From an optimization exercise on the open Yosys and OpenROAD flow, aimed at small area; shortcuts taken in it are not production practice. At most, simulation tests tie the RTL to the original design; equivalence was not proved. Power and IR drop assume default switching activity.

## udma_adc_rx_top
module udma_adc_rx_top #(
  parameter L2_AWIDTH_NOAL  = 12,
  parameter UDMA_TRANS_SIZE = 16,
  parameter TRANS_SIZE      = 16,
  parameter ADC_DATA_WIDTH  = 32,
  parameter ADC_NUM_CHS     = 8,
  parameter CH_ID_LSB       = 28,
  parameter CH_ID_WIDTH     = 4  )
(
  input  logic                      sys_clk_i,
  input  logic                      rst_ni,
  input  logic               [31:0] cfg_data_i,
  input  logic                [7:0] cfg_addr_i,
  input  logic                      cfg_valid_i,
  input  logic                      cfg_rwn_i,
  output logic               [31:0] cfg_data_o,
  output logic                      cfg_ready_o,
  output logic [ADC_NUM_CHS-1:0] [L2_AWIDTH_NOAL-1:0] cfg_rx_startaddr_o,
  output logic [ADC_NUM_CHS-1:0][UDMA_TRANS_SIZE-1:0] cfg_rx_size_o,
  output logic [ADC_NUM_CHS-1:0]                      cfg_rx_continuous_o,
  output logic [ADC_NUM_CHS-1:0]                      cfg_rx_en_o,
  output logic [ADC_NUM_CHS-1:0]                      cfg_rx_clr_o,
  input  logic [ADC_NUM_CHS-1:0]                      cfg_rx_en_i,
  input  logic [ADC_NUM_CHS-1:0]                      cfg_rx_pending_i,
  input  logic [ADC_NUM_CHS-1:0] [L2_AWIDTH_NOAL-1:0] cfg_rx_curr_addr_i,
  input  logic [ADC_NUM_CHS-1:0][UDMA_TRANS_SIZE-1:0] cfg_rx_bytes_left_i,
  output logic [ADC_NUM_CHS-1:0]                [1:0] data_rx_datasize_o,
  output logic [ADC_NUM_CHS-1:0]               [31:0] data_rx_o,
  output logic [ADC_NUM_CHS-1:0]                      data_rx_valid_o,
  input  logic [ADC_NUM_CHS-1:0]                      data_rx_ready_i,
  input  logic                      adc_rx_valid_async_i,
  output logic                      adc_rx_valid_sync_o,
  input  logic [ADC_DATA_WIDTH-1:0] adc_rx_data_i,
  output logic [ADC_DATA_WIDTH-1:0] adc_rx_data_reg_o
);
  logic [2:0] reg_sel;
  logic [2:0] ch_sel;
  logic       ch_ok;       
  logic       wr;
  assign reg_sel = cfg_addr_i[2:0];
  assign ch_sel  = cfg_addr_i[5:3];
  assign ch_ok   = ~cfg_addr_i[7] & ~cfg_addr_i[6];
  assign wr      = cfg_valid_i & ~cfg_rwn_i;
  logic [ADC_NUM_CHS-1:0][L2_AWIDTH_NOAL-1:0] r_rx_startaddr;
  logic [ADC_NUM_CHS-1:0]    [TRANS_SIZE-1:0] r_rx_size;
  logic [ADC_NUM_CHS-1:0]                     r_rx_continuous;
  ...
Size in the first run: about 1500 cells after synthesis, about 280 flip-flops, ~920 I/O pins, ~14000 um^2 of cells after synthesis.
==> flow/config.mk <==
export PLATFORM = sky130hd
export DESIGN_NAME = udma_adc_rx_top
export DESIGN_NICKNAME = udma_adc_rx_top
export VERILOG_FILES = /design/flow/design.v
export SDC_FILE = /design/flow/constraint.sdc
export NUM_CORES = 4
export LEC_CHECK = 0
export ABC_AREA = 1
export CAP_MARGIN = 20
export CORE_AREA = 10 10 340 340
export DIE_AREA = 0 0 350 350
export SLEW_MARGIN = 20
==> flow/constraint.sdc <==
create_clock -name core_clock -period 10.0 [get_ports {sys_clk_i}]
set_input_delay 2.0000 -clock core_clock [delete_from_list [all_inputs] [get_ports {sys_clk_i}]]
set_output_delay 2.0000 -clock core_clock [all_outputs]
set_load 0.01 [all_outputs]
standard.sh (not shown) runs the stock make flow with config.mk's settings and CLKGATE_MAP_FILE= SYNTH_SCRIPT=/design/flow/synth_recipe.tcl, a recipe that flattens the netlist after the stock synthesis.
==> flow/flow/run.sh <==
#!/bin/bash
# Own layout flow: the standard flow with
#  - synthesis as standard.sh's, but with an area-oriented ABC mapping script
#    (flow/area.abc) in place of ORFS's (flow/synth_wrap.tcl);
#  - port buffers made of the smallest buffer cell;
#  - a clock tree without dummy loads.
# Output of make goes to flow_make.log; ORFS keeps each step's full log
# under orfs/logs/.
set -euo pipefail
here=$(pwd)
export FLOW_ABC_SCRIPT="$here/flow/area.abc"
export BUFFER_PORTS_ARGS="-buffer_cell sky130_fd_sc_hd__buf_1"
export CTS_ARGS="-sink_clustering_enable -repair_clock_nets -dont_use_dummy_load -buf_list {sky130_fd_sc_hd__clkbuf_4 sky130_fd_sc_hd__clkbuf_8}"
grep -q "SYNTH_SCRIPT=$here/synth_recipe.tcl" standard.sh
sed "s#SYNTH_SCRIPT=$here/synth_recipe.tcl#SYNTH_SCRIPT=$here/flow/synth_wrap.tcl#" standard.sh > own.sh
bash own.sh finish > flow_make.log 2>&1
==> flow/flow/area.abc <==
strash
dc2
dch -f
map -a
==> flow/flow/synth_wrap.tcl <==
# Same synthesis as synth_recipe.tcl (ORFS synth.tcl, synth -nofsm -noshare,
# flatten, rename), except that the ABC mapping script is FLOW_ABC_SCRIPT,
# an area-oriented one. Registers are mapped exactly as in the standard
# synthesis; only the combinational mapping differs.
proc synth {args} { yosys synth -nofsm -noshare {*}$args }
set fh [open $::env(SCRIPTS_DIR)/synth.tcl]
set body [read $fh]
close $fh
set hook "source \$::env(SCRIPTS_DIR)/synth_preamble.tcl"
if { [string first $hook $body] < 0 } { error "synth.tcl hook not found" }
set body [string map [list $hook "$hook\nset abc_args \[lreplace \$abc_args 1 1 $::env(FLOW_ABC_SCRIPT)\]"] $body]
eval $body
# left out here: clear keep_hierarchy, flatten, clean up, hide names made inside functions, write 1_2_yosys.v
==> next run, changes <==
==> flow/run.sh (new file) <==
#!/bin/bash
# synth_recipe.tcl (not shown) runs the flow's synth.tcl, then flattens the netlist and writes it again
# the make line also repeats each setting of config.mk as NAME=value (left out here)
make -C /OpenROAD-flow-scripts/flow DESIGN_CONFIG=/design/flow/config.mk WORK_HOME=/design/flow/orfs CLKGATE_MAP_FILE= SYNTH_SCRIPT=/design/flow/synth_recipe.tcl finish
removed: flow/flow/run.sh
removed: flow/flow/area.abc
removed: flow/flow/synth_wrap.tcl
removed: flow/standard.sh
After rerunning: Non-clock buffer count rose by 1. Routed wire length went up by roughly a tenth. Clock power came out higher by well over a third. Power came out higher by a quarter to a third. Final cell count went up by roughly a tenth.
==> next run, changes <==
==> flow/flow/run.sh (new file) <==
#!/bin/bash
# Own layout flow: the standard flow with
#  - synthesis as standard.sh's, but with an area-oriented ABC mapping script
#    (flow/area.abc) in place of ORFS's (flow/synth_wrap.tcl);
#  - port buffers made of the smallest buffer cell;
#  - a clock tree without dummy loads.
# Output of make goes to flow_make.log; ORFS keeps each step's full log
# under orfs/logs/.
set -euo pipefail
here=$(pwd)
export FLOW_ABC_SCRIPT="$here/flow/area.abc"
export BUFFER_PORTS_ARGS="-buffer_cell sky130_fd_sc_hd__buf_1"
export CTS_ARGS="-sink_clustering_enable -repair_clock_nets -dont_use_dummy_load -buf_list {sky130_fd_sc_hd__clkbuf_4 sky130_fd_sc_hd__clkbuf_8}"
grep -q "SYNTH_SCRIPT=$here/synth_recipe.tcl" standard.sh
sed "s#SYNTH_SCRIPT=$here/synth_recipe.tcl#SYNTH_SCRIPT=$here/flow/synth_wrap.tcl#" standard.sh > own.sh
bash own.sh finish > flow_make.log 2>&1
==> flow/flow/area.abc (new file) <==
strash
dc2
dch -f
map -a
==> flow/flow/synth_wrap.tcl (new file) <==
# Same synthesis as synth_recipe.tcl (ORFS synth.tcl, synth -nofsm -noshare,
# flatten, rename), except that the ABC mapping script is FLOW_ABC_SCRIPT,
# an area-oriented one. Registers are mapped exactly as in the standard
# synthesis; only the combinational mapping differs.
proc synth {args} { yosys synth -nofsm -noshare {*}$args }
set fh [open $::env(SCRIPTS_DIR)/synth.tcl]
set body [read $fh]
close $fh
set hook "source \$::env(SCRIPTS_DIR)/synth_preamble.tcl"
if { [string first $hook $body] < 0 } { error "synth.tcl hook not found" }
set body [string map [list $hook "$hook\nset abc_args \[lreplace \$abc_args 1 1 $::env(FLOW_ABC_SCRIPT)\]"] $body]
eval $body
# left out here: clear keep_hierarchy, flatten, clean up, hide names made inside functions, write 1_2_yosys.v
==> flow/standard.sh (new file) <==
#!/bin/bash
# synth_recipe.tcl (not shown) runs the flow's synth.tcl, then flattens the netlist and writes it again
# the make line also repeats each setting of config.mk as NAME=value (left out here)
make -C /OpenROAD-flow-scripts/flow DESIGN_CONFIG=/design/flow/config.mk WORK_HOME=/design/flow/orfs CLKGATE_MAP_FILE= SYNTH_SCRIPT=/design/flow/synth_recipe.tcl "${@:-finish}"
Settings changed: CORE_AREA 10 10 340 340 to 5 5 165 165, DIE_AREA 0 0 350 350 to 0 0 170 170.
removed: flow/run.sh
=>
- This time the run never finished: it broke off in 3_2_place_iop
- area after synthesis decreases by 8.2%
- synthesized cell count drops by 22%
==> next run, changes <==
Settings changed: CORE_AREA 5 5 165 165 to 5 5 195 195, DIE_AREA 0 0 170 170 to 0 0 200 200.
After rerunning:
- The changed run aborted during 3_2_place_iop (PPL-0024)
- area after synthesis stays the same
- synthesized cell count does not change
==> next run, changes <==
==> flow/flow/run.sh (replaced) <==
#!/bin/bash
# Own layout flow: the standard flow (standard synthesis unchanged), with
# the port buffers made of the smallest buffer cell and a clock tree without
# dummy loads. The make output goes to flow_make.log; ORFS keeps each step's
# full log under orfs/logs/.
set -euo pipefail
export BUFFER_PORTS_ARGS="-buffer_cell sky130_fd_sc_hd__buf_1"
export CTS_ARGS="-sink_clustering_enable -repair_clock_nets -dont_use_dummy_load -buf_list {sky130_fd_sc_hd__clkbuf_4 sky130_fd_sc_hd__clkbuf_8}"
bash standard.sh finish > flow_make.log 2>&1
Settings changed: CORE_AREA 5 5 195 195 to 10 10 340 340, DIE_AREA 0 0 200 200 to 0 0 350 350.
removed: flow/flow/area.abc
removed: flow/flow/synth_wrap.tcl
Effect:
- This time the run produced a clean layout
- area after synthesis is higher by a little under a tenth
- synthesized cell count rose by a quarter to a third
No functional check of the RTL was part of any run of this note.

---

zinc:
The RTL this note starts from:
==> flow/design.v <==
module udma_adc_rx_rdmux (
  input  logic [7:0]   addr,
  input  logic [95:0]  curr_addr,
  input  logic [127:0] bytes_left,
  input  logic [7:0]   rx_en,
  input  logic [7:0]   pending,
  input  logic [7:0]   continuous,
  input  logic         single,
  output logic [31:0]  rdata
);
  logic       ch_ok;
  logic [7:0] sel_saddr, sel_size, sel_cfg;
  assign ch_ok = ~addr[7] & ~addr[6];
  always_comb begin
    for (int i = 0; i < 8; i++) begin
      sel_saddr[i] = ch_ok & (addr[5:3] == i) & (addr[2:0] == 3'd0);
      sel_size[i]  = ch_ok & (addr[5:3] == i) & (addr[2:0] == 3'd1);
      sel_cfg[i]   = ch_ok & (addr[5:3] == i) & (addr[2:0] == 3'd2);
    end
    rdata = '0;
    for (int i = 0; i < 8; i++) begin
      for (int k = 0; k < 12; k++)
        rdata[k] = rdata[k] | (sel_saddr[i] & curr_addr[i*12+k]);
      for (int k = 0; k < 16; k++)
        rdata[k] = rdata[k] | (sel_size[i] & bytes_left[i*16+k]);
      rdata[0] = rdata[0] | (sel_cfg[i] & continuous[i]);
      rdata[2] = rdata[2] | sel_cfg[i];
      rdata[4] = rdata[4] | (sel_cfg[i] & rx_en[i]);
      rdata[5] = rdata[5] | (sel_cfg[i] & pending[i]);
    end
    rdata[0] = rdata[0] | ((addr[2:0] == 3'd4) & single);
  end
endmodule
module udma_adc_rx_top #(
  parameter L2_AWIDTH_NOAL  = 12,
  parameter UDMA_TRANS_SIZE = 16,
  parameter TRANS_SIZE      = 16,
  parameter ADC_DATA_WIDTH  = 32,
  parameter ADC_NUM_CHS     = 8,
  parameter CH_ID_LSB       = 28,
  parameter CH_ID_WIDTH     = 4  )
(
  input  logic                      sys_clk_i,
  input  logic                      rst_ni,
  input  logic               [31:0] cfg_data_i,
  input  logic                [7:0] cfg_addr_i,
  input  logic                      cfg_valid_i,
  input  logic                      cfg_rwn_i,
  output logic               [31:0] cfg_data_o,
  output logic                      cfg_ready_o,
  output logic [ADC_NUM_CHS-1:0] [L2_AWIDTH_NOAL-1:0] cfg_rx_startaddr_o,
  output logic [ADC_NUM_CHS-1:0][UDMA_TRANS_SIZE-1:0] cfg_rx_size_o,
  output logic [ADC_NUM_CHS-1:0]                      cfg_rx_continuous_o,
  output logic [ADC_NUM_CHS-1:0]                      cfg_rx_en_o,
  output logic [ADC_NUM_CHS-1:0]                      cfg_rx_clr_o,
  input  logic [ADC_NUM_CHS-1:0]                      cfg_rx_en_i,
  input  logic [ADC_NUM_CHS-1:0]                      cfg_rx_pending_i,
  input  logic [ADC_NUM_CHS-1:0] [L2_AWIDTH_NOAL-1:0] cfg_rx_curr_addr_i,
  input  logic [ADC_NUM_CHS-1:0][UDMA_TRANS_SIZE-1:0] cfg_rx_bytes_left_i,
  output logic [ADC_NUM_CHS-1:0]                [1:0] data_rx_datasize_o,
  output logic [ADC_NUM_CHS-1:0]               [31:0] data_rx_o,
  output logic [ADC_NUM_CHS-1:0]                      data_rx_valid_o,
  input  logic [ADC_NUM_CHS-1:0]                      data_rx_ready_i,
  input  logic                      adc_rx_valid_async_i,
  output logic                      adc_rx_valid_sync_o,
  input  logic [ADC_DATA_WIDTH-1:0] adc_rx_data_i,
  output logic [ADC_DATA_WIDTH-1:0] adc_rx_data_reg_o
);
  logic [2:0] reg_sel;
  logic [2:0] ch_sel;
  logic       ch_ok;       
  logic       wr;
  assign reg_sel = cfg_addr_i[2:0];
  assign ch_sel  = cfg_addr_i[5:3];
  assign ch_ok   = ~cfg_addr_i[7] & ~cfg_addr_i[6];
  assign wr      = cfg_valid_i & ~cfg_rwn_i;
  logic [ADC_NUM_CHS-1:0][L2_AWIDTH_NOAL-1:0] r_rx_startaddr;
  logic [ADC_NUM_CHS-1:0]    [TRANS_SIZE-1:0] r_rx_size;
  logic [ADC_NUM_CHS-1:0]                     r_rx_continuous;
  logic                                       r_single_ch_mode;
  logic       r_en_pulse, r_clr_pulse;
  logic [2:0] r_pulse_ch;
  always_ff @(posedge sys_clk_i, negedge rst_ni) begin
    if (~rst_ni) begin
      r_rx_startaddr   <= '0;
      r_rx_size        <= '0;
      r_rx_continuous  <= '0;
      r_single_ch_mode <= 1'b0;
    end else begin
      for (int i = 0; i < ADC_NUM_CHS; i++) begin
        if (wr && ch_ok && ch_sel == i && reg_sel == 3'd0)
          r_rx_startaddr[i] <= cfg_data_i[L2_AWIDTH_NOAL-1:0];
        if (wr && ch_ok && ch_sel == i && reg_sel == 3'd1)
          r_rx_size[i] <= cfg_data_i[TRANS_SIZE-1:0];
        if (wr && ch_ok && ch_sel == i && reg_sel == 3'd2)
          r_rx_continuous[i] <= cfg_data_i[0];
      end
      if (wr && reg_sel == 3'd4)
        r_single_ch_mode <= cfg_data_i[0];
    end
  end
  always_ff @(posedge sys_clk_i, negedge rst_ni) begin
    if (~rst_ni) begin
      r_en_pulse  <= 1'b0;
      r_clr_pulse <= 1'b0;
      r_pulse_ch  <= '0;
    end else begin
      r_en_pulse  <= wr & ch_ok & (reg_sel == 3'd2) & cfg_data_i[4];
      r_clr_pulse <= wr & ch_ok & (reg_sel == 3'd2) & cfg_data_i[5];
      r_pulse_ch  <= ch_sel;
    end
  end
  always_comb begin
    for (int i = 0; i < ADC_NUM_CHS; i++) begin
      cfg_rx_en_o[i]  = r_en_pulse  & (r_pulse_ch == i);
      cfg_rx_clr_o[i] = r_clr_pulse & (r_pulse_ch == i);
    end
  end
  assign cfg_rx_startaddr_o  = r_rx_startaddr;
  assign cfg_rx_continuous_o = r_rx_continuous;
  assign cfg_ready_o         = 1'b1;
  always_comb begin
    for (int i = 0; i < ADC_NUM_CHS; i++) begin
      cfg_rx_size_o[i]      = r_rx_size[i];
      data_rx_datasize_o[i] = 2'b10;
    end
  end
  udma_adc_rx_rdmux i_rdmux (
    .addr       ( cfg_addr_i          ),
    .curr_addr  ( cfg_rx_curr_addr_i  ),
    .bytes_left ( cfg_rx_bytes_left_i ),
    .rx_en      ( cfg_rx_en_i         ),
    .pending    ( cfg_rx_pending_i    ),
    .continuous ( r_rx_continuous     ),
    .single     ( r_single_ch_mode    ),
    .rdata      ( cfg_data_o          )
  );
  logic r_vld_s0, r_vld_s1, r_vld_edge, r_vld_del;
  logic [ADC_DATA_WIDTH-1:0] r_adc_data;
  logic [ADC_NUM_CHS-1:0]    r_udma_valid;
  logic [CH_ID_WIDTH-1:0]    adc_id;
  assign adc_id = adc_rx_data_i[CH_ID_LSB+CH_ID_WIDTH-1:CH_ID_LSB];
  always_ff @(posedge sys_clk_i, negedge rst_ni) begin
    if (~rst_ni) begin
      r_vld_s0     <= 1'b0;
      r_vld_s1     <= 1'b0;
      r_vld_edge   <= 1'b0;
      r_vld_del    <= 1'b0;
      r_adc_data   <= '0;
      r_udma_valid <= '0;
    end else begin
      r_vld_s0   <= adc_rx_valid_async_i;
      r_vld_s1   <= r_vld_s0;
      r_vld_edge <= r_vld_s0 & ~r_vld_s1;
      r_vld_del  <= r_vld_edge;
      if (r_vld_edge) r_adc_data <= adc_rx_data_i;
      for (int i = 0; i < ADC_NUM_CHS; i++) begin
        if (r_vld_edge && (r_single_ch_mode ? (i == 0) : (adc_id == i)))
          r_udma_valid[i] <= 1'b1;
        else if (data_rx_ready_i[i] && (!r_single_ch_mode || i == 0))
          r_udma_valid[i] <= 1'b0;
      end
    end
  end
  assign adc_rx_valid_sync_o = r_vld_del;
  assign adc_rx_data_reg_o   = r_adc_data;
  assign data_rx_valid_o     = r_udma_valid;
  always_comb begin
    for (int i = 0; i < ADC_NUM_CHS; i++) data_rx_o[i] = r_adc_data;
  end
endmodule
clock: 10.0 ns
lec_check: 0
abc_area: 1
cap_margin: 0
core_area: 5 5 311 311
die_area: 0 0 316 316
slew_margin: 0
==> flow/flow/run.sh <==
#!/bin/bash
# Own layout flow: the standard flow with
#  - synthesis as standard.sh's, but with an area-oriented ABC mapping script
#    (flow/area.abc) in place of ORFS's, and the read multiplexer mapped by
#    hand (flow/rdmux_cells.v, made by gen/gen_rdmux.py), and the sample
#    register's load multiplexers as o22a cells (flow/synth_wrap.tcl);
#  - port buffers made of the smallest buffer cell;
#  - a clock tree of small buffers without dummy loads;
#  - one tie cell per constant instead of one per constant output.
# Output of make goes to flow_make.log; ORFS keeps each step's full log
# under orfs/logs/.
set -euo pipefail
here=$(pwd)
export FLOW_ABC_SCRIPT="$here/flow/area.abc"
export FLOW_RDMUX_CELLS="$here/flow/rdmux_cells.v"
export FLOW_MUX_MAP="$here/flow/mux_o22a.v"
export BUFFER_PORTS_ARGS="-buffer_cell sky130_fd_sc_hd__buf_1"
export CTS_ARGS="-sink_clustering_enable -repair_clock_nets -dont_use_dummy_load -sink_clustering_size 8 -sink_clustering_max_diameter 40 -buf_list {sky130_fd_sc_hd__clkbuf_4}"
export SKIP_REPAIR_TIE_FANOUT=1
grep -q "SYNTH_SCRIPT=$here/synth_recipe.tcl" standard.sh
sed "s#SYNTH_SCRIPT=$here/synth_recipe.tcl#SYNTH_SCRIPT=$here/flow/synth_wrap.tcl#" standard.sh > own.sh
bash own.sh finish > flow_make.log 2>&1
==> flow/flow/mux_o22a.v <==
// techmap: a 2:1 multiplexer as one o22a cell, (S | A) & (~S | B) = S ? B : A,
// with ~S shared by every multiplexer on the same select.
module \$_MUX_ (A, B, S, Y);
  input A, B, S;
  output Y;
  wire sn;
  \$_NOT_ inv (.A(S), .Y(sn));
  sky130_fd_sc_hd__o22a_1 g (.A1(S), .A2(A), .B1(sn), .B2(B), .X(Y));
endmodule
==> flow/flow/synth_wrap.tcl <==
# Same synthesis as synth_recipe.tcl (ORFS synth.tcl, synth -nofsm -noshare,
# flatten, rename), except that
#  - the ABC mapping script is FLOW_ABC_SCRIPT, an area-oriented one;
#  - the register read multiplexer (module udma_adc_rx_rdmux, no registers)
#    is replaced by its gate-level implementation FLOW_RDMUX_CELLS;
#  - the load multiplexers of the ADC sample register (select r_vld_edge)
#    are mapped to o22a cells sharing one inverted select (FLOW_MUX_MAP).
# Registers are mapped exactly as in the standard synthesis; only the
# combinational mapping differs.
proc synth {args} { yosys synth -nofsm -noshare {*}$args }
set fh [open $::env(SCRIPTS_DIR)/synth.tcl]
set body [read $fh]
close $fh
set hook "source \$::env(SCRIPTS_DIR)/synth_preamble.tcl"
if { [string first $hook $body] < 0 } { error "synth.tcl hook not found" }
set body [string map [list $hook "$hook\nset abc_args \[lreplace \$abc_args 1 1 $::env(FLOW_ABC_SCRIPT)\]"] $body]
set hook "hierarchy -check -top \$::env(DESIGN_NAME)"
if { [string first $hook $body] < 0 } { error "synth.tcl hierarchy hook not found" }
set body [string map [list $hook "delete udma_adc_rx_rdmux\nread_verilog $::env(FLOW_RDMUX_CELLS)\n$hook"] $body]
proc my_map_sample_mux {} {
  select -set sample_mux {w:r_vld_edge} {%co1:+[S]} {t:$_MUX_} %i
  techmap -map $::env(FLOW_MUX_MAP) {@sample_mux}
  opt_merge
  select -clear
}
set hook "log_cmd abc {*}\$abc_args"
if { [string first $hook $body] < 0 } { error "synth.tcl abc hook not found" }
set body [string map [list $hook "my_map_sample_mux\n$hook"] $body]
eval $body
# left out here: clear keep_hierarchy, flatten, clean up, hide names made inside functions, write 1_2_yosys.v
Other scripts of this flow, unchanged in this note and not shown: flow/flow/area.abc, flow/flow/rdmux_cells.v
Both conditions hold for zinc: the flow ran to the end and the final layout passed the timing, design-rule and antenna checks.
[inputs] maple vs zinc
Settings: CORE_AREA now 10 10 340 340, was 5 5 311 311; DIE_AREA now 0 0 350 350, was 0 0 316 316.
diff --git a/flow/flow/run.sh b/flow/flow/run.sh
--- a/flow/flow/run.sh
+++ b/flow/flow/run.sh
@@ -3,6 +3,5 @@
 #  - synthesis as standard.sh's, but with an area-oriented ABC mapping script
 #    (flow/area.abc) in place of ORFS's, and the read multiplexer mapped by
-#    hand (flow/rdmux_cells.v, made by gen/gen_rdmux.py), and the sample
-#    register's load multiplexers as o22a cells (flow/synth_wrap.tcl);
+#    hand (flow/rdmux_cells.v, made by gen/gen_rdmux.py) (flow/synth_wrap.tcl);
 #  - port buffers made of the smallest buffer cell;
 #  - a clock tree of small buffers without dummy loads;
@@ -14,5 +13,4 @@
 export FLOW_ABC_SCRIPT="$here/flow/area.abc"
 export FLOW_RDMUX_CELLS="$here/flow/rdmux_cells.v"
-export FLOW_MUX_MAP="$here/flow/mux_o22a.v"
 export BUFFER_PORTS_ARGS="-buffer_cell sky130_fd_sc_hd__buf_1"
 export CTS_ARGS="-sink_clustering_enable -repair_clock_nets -dont_use_dummy_load -sink_clustering_size 8 -sink_clustering_max_diameter 40 -buf_list {sky130_fd_sc_hd__clkbuf_4}"
==> flow/flow/synth_wrap.tcl <==
# Same synthesis as synth_recipe.tcl (ORFS synth.tcl, synth -nofsm -noshare,
# flatten, rename), except that
#  - the ABC mapping script is FLOW_ABC_SCRIPT, an area-oriented one;
#  - the register read multiplexer (module udma_adc_rx_rdmux, no registers)
#    is replaced by its gate-level implementation FLOW_RDMUX_CELLS.
# Registers are mapped exactly as in the standard synthesis; only the
# combinational mapping differs.
proc synth {args} { yosys synth -nofsm -noshare {*}$args }
set fh [open $::env(SCRIPTS_DIR)/synth.tcl]
set body [read $fh]
close $fh
set hook "source \$::env(SCRIPTS_DIR)/synth_preamble.tcl"
if { [string first $hook $body] < 0 } { error "synth.tcl hook not found" }
set body [string map [list $hook "$hook\nset abc_args \[lreplace \$abc_args 1 1 $::env(FLOW_ABC_SCRIPT)\]"] $body]
set hook "hierarchy -check -top \$::env(DESIGN_NAME)"
if { [string first $hook $body] < 0 } { error "synth.tcl hierarchy hook not found" }
set body [string map [list $hook "delete udma_adc_rx_rdmux\nread_verilog $::env(FLOW_RDMUX_CELLS)\n$hook"] $body]
eval $body
# left out here: clear keep_hierarchy, flatten, clean up, hide names made inside functions, write 1_2_yosys.v
removed: flow/flow/mux_o22a.v
Notes after the runs:
On number of sequential cells, maple and zinc are neck and neck. Via count of the first global-routing pass: maple vs zinc up 380. Via count: zinc vs maple, no meaningful difference. maple against zinc: simple-gate share of the synthesized area grew by 2.4 points; power held steady; area of the mapped netlist grew by 74 um2.
## Diff of input files: amber against maple
Settings: changing DIE_AREA from 0 0 350 350 to 0 0 316 316; changing CORE_AREA from 10 10 340 340 to 5 5 311 311.
diff --git a/flow/flow/run.sh b/flow/flow/run.sh
--- a/flow/flow/run.sh
+++ b/flow/flow/run.sh
@@ -3,5 +3,6 @@
 #  - synthesis as standard.sh's, but with an area-oriented ABC mapping script
 #    (flow/area.abc) in place of ORFS's, and the read multiplexer mapped by
-#    hand (flow/rdmux_cells.v, made by gen/gen_rdmux.py) (flow/synth_wrap.tcl);
+#    hand (flow/rdmux_cells.v, made by gen/gen_rdmux.py), and the sample
+#    register's load multiplexers as o22a cells (flow/synth_wrap.tcl);
 #  - port buffers made of the smallest buffer cell;
 #  - a clock tree of small buffers without dummy loads;
@@ -13,6 +14,7 @@
 export FLOW_ABC_SCRIPT="$here/flow/area.abc"
 export FLOW_RDMUX_CELLS="$here/flow/rdmux_cells.v"
+export FLOW_MUX_MAP="$here/flow/mux_o22a.v"
 export BUFFER_PORTS_ARGS="-buffer_cell sky130_fd_sc_hd__buf_1"
-export CTS_ARGS="-sink_clustering_enable -repair_clock_nets -dont_use_dummy_load -sink_clustering_size 8 -sink_clustering_max_diameter 40 -buf_list {sky130_fd_sc_hd__clkbuf_4}"
+export CTS_ARGS="-sink_clustering_enable -repair_clock_nets -dont_use_dummy_load -sink_clustering_size 8 -sink_clustering_max_diameter 80 -buf_list {sky130_fd_sc_hd__clkbuf_4}"
 export SKIP_REPAIR_TIE_FANOUT=1
 grep -q "SYNTH_SCRIPT=$here/synth_recipe.tcl" standard.sh
==> flow/flow/mux_o22a.v (new file) <==
// techmap: a 2:1 multiplexer as one o22a cell, (S | A) & (~S | B) = S ? B : A,
// with ~S shared by every multiplexer on the same select.
module \$_MUX_ (A, B, S, Y);
  input A, B, S;
  output Y;
  wire sn;
  \$_NOT_ inv (.A(S), .Y(sn));
  sky130_fd_sc_hd__o22a_1 g (.A1(S), .A2(A), .B1(sn), .B2(B), .X(Y));
endmodule
diff --git a/flow/flow/synth_wrap.tcl b/flow/flow/synth_wrap.tcl
--- a/flow/flow/synth_wrap.tcl
+++ b/flow/flow/synth_wrap.tcl
@@ -3,5 +3,7 @@
 #  - the ABC mapping script is FLOW_ABC_SCRIPT, an area-oriented one;
 #  - the register read multiplexer (module udma_adc_rx_rdmux, no registers)
-#    is replaced by its gate-level implementation FLOW_RDMUX_CELLS.
+#    is replaced by its gate-level implementation FLOW_RDMUX_CELLS;
+#  - the load multiplexers of the ADC sample register (select r_vld_edge)
+#    are mapped to o22a cells sharing one inverted select (FLOW_MUX_MAP).
 # Registers are mapped exactly as in the standard synthesis; only the
 # combinational mapping differs.
@@ -16,4 +18,13 @@
 if { [string first $hook $body] < 0 } { error "synth.tcl hierarchy hook not found" }
 set body [string map [list $hook "delete udma_adc_rx_rdmux\nread_verilog $::env(FLOW_RDMUX_CELLS)\n$hook"] $body]
+proc my_map_sample_mux {} {
+  select -set sample_mux {w:r_vld_edge} {%co1:+[S]} {t:$_MUX_} %i
+  techmap -map $::env(FLOW_MUX_MAP) {@sample_mux}
+  opt_merge
+  select -clear
+}
+set hook "log_cmd abc {*}\$abc_args"
+if { [string first $hook $body] < 0 } { error "synth.tcl abc hook not found" }
+set body [string map [list $hook "my_map_sample_mux\n$hook"] $body]
 eval $body
 # left out here: clear keep_hierarchy, flatten, clean up, hide names made inside functions, write 1_2_yosys.v
Results
Having completed the whole flow, maple delivered a layout that passed the timing, design-rule and antenna checks. amber: PASS, flow complete, no timing, DRC or antenna violations. amber against maple: sequential power did not really move; detailed-router iteration count before antenna repair went up; die area went down. amber vs. maple: count of cells along the worst hold path went up by 1. Of maple and amber, the run reporting the lower per-instance average area after synthesis was maple. Looking at proportion of synthesized chip area in sequential cells, amber sits above maple. Changes observed in amber relative to maple: total power decreased about 1.6%; number of global-route vias before repair decreased about 2.8%.

## afterwards: timing with drivers on the ports
The results above use ideal ports. As a check the final layouts listed here were re-extracted and re-timed, cells and wires unchanged.
Step 1 (the two cells are an assumption about what drives the block):
set clk [get_ports {sys_clk_i}]
set_driving_cell -lib_cell sky130_fd_sc_hd__clkbuf_16 $clk
set_driving_cell -lib_cell sky130_fd_sc_hd__buf_2 [delete_from_list [all_inputs] $clk]
Step 2 adds t to the input delays and takes it off the output delays; t is the mean of the earliest and latest rising clock arrival at the registers after step 1. Input paths then give back, and output paths get back, about the clock's delay inside the block.
Three values: no drivers, after step 1, after step 2; two values: the first two.
| run | shift t [ns] | setup slack, ns | worst data-port slew with drivers (ns) |
|---|---|---|---|
| the first run of note 1 | 0.714 | 2.537 / 2.506 / 2.506 | 0.24 |
| the second run of note 1 | 0.605 | 2.744 / 2.630 / 2.630 | 0.25 |
| the fifth run of note 1 | 0.639 | 3.117 / 3.019 / 3.019 | 0.31 |
| zinc | 0.817 | 3.017 / 2.969 / 2.969 | 0.21 |
| maple | 0.848 | 3.158 / 3.105 / 3.105 | 0.19 |
| amber | 0.760 | 3.020 / 2.972 / 2.972 | 0.20 |
After both steps setup and hold are still met in every run listed. The setup slack of the second run of note 1, which loses most, moves by -0.114 ns with the drivers and by -0.114 ns with both steps.
